From an optimization exercise on the open Yosys and OpenROAD flow, aimed at small area, a short achievable clock period and few clock cycles; shortcuts taken in it are not production practice. Only simulation tests tie the RTL to the original design; equivalence was not proved.

quartz:
## M2
module M2 (
	input  logic        Clock_50,
	input  logic        Resetn,
	input  logic [15:0] SRAM_read_data,
	input  logic        M2_start,
	output logic        SRAM_we_n,
	output logic        M2_done,
	output logic [15:0] SRAM_write_data,
	output logic [17:0] SRAM_address
);
function automatic logic [7:0] clip(input logic [31:0] s);
	clip = s[31] ? 8'd0 : (|s[30:24]) ? 8'd255 : s[23:16];
endfunction
function automatic logic [3:0] inc12(input logic [3:0] v);
	inc12 = (v == 4'd11) ? 4'd0 : v + 4'd1;
endfunction
function automatic logic [2:0] nof(input logic [3:0] p);
	case (p)
		4'd0: nof = 3'd1; 4'd1: nof = 3'd3; 4'd3: nof = 3'd5; 4'd4: nof = 3'd2;
		4'd6: nof = 3'd7; 4'd7: nof = 3'd6; 4'd9: nof = 3'd0; default: nof = 3'd4;
	endcase
endfunction
logic        run;
logic        wr;             
assign SRAM_we_n = ~wr;
logic [3:0]  q;              
logic [3:0]  rp0;            
logic [3:0]  cp0;            
logic [3:0]  cp1;            
  ...
Size: roughly 11000 cells after synthesis, roughly 2900 flip-flops, about 55 I/O pins, ~140000 um2 of cells after synthesis.
==> flow/config.mk <==
export PLATFORM = sky130hd
export DESIGN_NAME = M2
export DESIGN_NICKNAME = M2
export VERILOG_FILES = /design/flow/design.v
export SDC_FILE = /design/flow/constraint.sdc
export NUM_CORES = 8
export LEC_CHECK = 0
export CAP_MARGIN = 20
export CORE_MARGIN = 2
export CORE_UTILIZATION = 45
export CTS_CLUSTER_DIAMETER = 70
export CTS_CLUSTER_SIZE = 30
export SLEW_MARGIN = 20
export SYNTH_MEMORY_MAX_BITS = 4096
==> flow/constraint.sdc <==
create_clock -name core_clock -period 12.0 [get_ports {Clock_50}]
set_input_delay 2.4000 -clock core_clock [delete_from_list [all_inputs] [get_ports {Clock_50}]]
set_output_delay 2.4000 -clock core_clock [all_outputs]
set_load 0.01 [all_outputs]
standard.sh (not shown) runs the stock make flow with config.mk's settings and CLKGATE_MAP_FILE= SYNTH_SCRIPT=/design/flow/synth_recipe.tcl, a recipe that flattens the netlist after the stock synthesis.
==> flow/flow/run.sh <==
#!/bin/bash
# The standard layout, with timing repair aiming at 8.15 ns of setup slack
# instead of 0.  The clock period and constraints are the standard flow's.
set -euo pipefail
bash standard.sh SETUP_SLACK_MARGIN=8.15 finish > standard.log 2>&1
quartz reached the end of the flow, and the finished layout is clean on the timing, design-rule and antenna checks.
Testbench counts of quartz, summed over its fixed seeds: cycles 1,383,204.
Changes in indigo relative to quartz:
Settings: a change of CORE_UTILIZATION from 45 to 40.
==> flow/flow/run.sh <==
#!/bin/bash
# The standard layout, with timing repair aiming at 8.1 ns of setup slack
# instead of 0.  The clock period and constraints are the standard flow's.
set -euo pipefail
bash standard.sh SETUP_SLACK_MARGIN=8.1 finish > standard.log 2>&1
==> comparison <==
Summary — register-to-register slack, indigo relative to quartz: lower, by 130 ps.
From quartz to indigo the numbers moved as follows: final worst slack now sits lower; final critical path time including I/O delays and setup went up 44 ps; routed wire length neither gained nor lost much.
Post-route standard cell area excluding fillers of indigo is on par with quartz.
Summary of indigo over quartz: number of buffers inserted during clock tree synthesis shows a reduction of 5, sequential cell area share shows no meaningful change, global-route usage shows a reduction of 2.7 points.
The following lists how zinc was set up differently from indigo:
==> flow/flow/run.sh <==
#!/bin/bash
# The standard layout, with timing repair aiming at 8.2 ns of setup slack
# instead of 0.  The clock period and constraints are the standard flow's.
set -euo pipefail
bash standard.sh SETUP_SLACK_MARGIN=8.2 finish > standard.log 2>&1
[summary]
Summary of zinc over indigo: number of antenna violations at the first check in global routing went down; wire length of the first global-routing pass neither gained nor lost much. Re overall routed net length: zinc is about 0.64% up on indigo. zinc gives less flip-flop and latch share of the layout cell area than indigo did. The setup slack of zinc is smaller than that of indigo.

## separate check: timing with driven ports
The flow's constraints put no driver on any port. The routed layouts listed below were extracted and timed again, unchanged, in two steps. Step 1 (the two cells are an assumption about what drives the block):
set clk [get_ports {Clock_50}]
set_driving_cell -lib_cell sky130_fd_sc_hd__clkbuf_16 $clk
set_driving_cell -lib_cell sky130_fd_sc_hd__buf_2 [delete_from_list [all_inputs] $clk]
Step 2 moves the port delays by t, midway between the first and last clock arrival at a register: inputs arrive t later, outputs are due t later. That takes back most of the time a late clock gives input paths. a / b / c = ideal ports / drivers / drivers and shift; a / b = the first two.
run | shift t [ns] | setup WS [ns] | hold WS [ns]
quartz | 0.966 | 8.138 / 8.043 / 8.249 | 0.357 / 0.357 / 0.357
indigo | 0.995 | 8.094 / 7.989 / 8.089 | 0.365 / 0.365 / 0.365
zinc | 1.005 | 8.048 / 7.947 / 8.090 | 0.376 / 0.376 / 0.376
After both steps setup and hold are still met in every run listed. For indigo, which loses most, drivers alone change the setup slack by -0.105 ns; drivers and shift together by -0.005 ns. The worst setup slack also covers recovery checks on asynchronous resets.
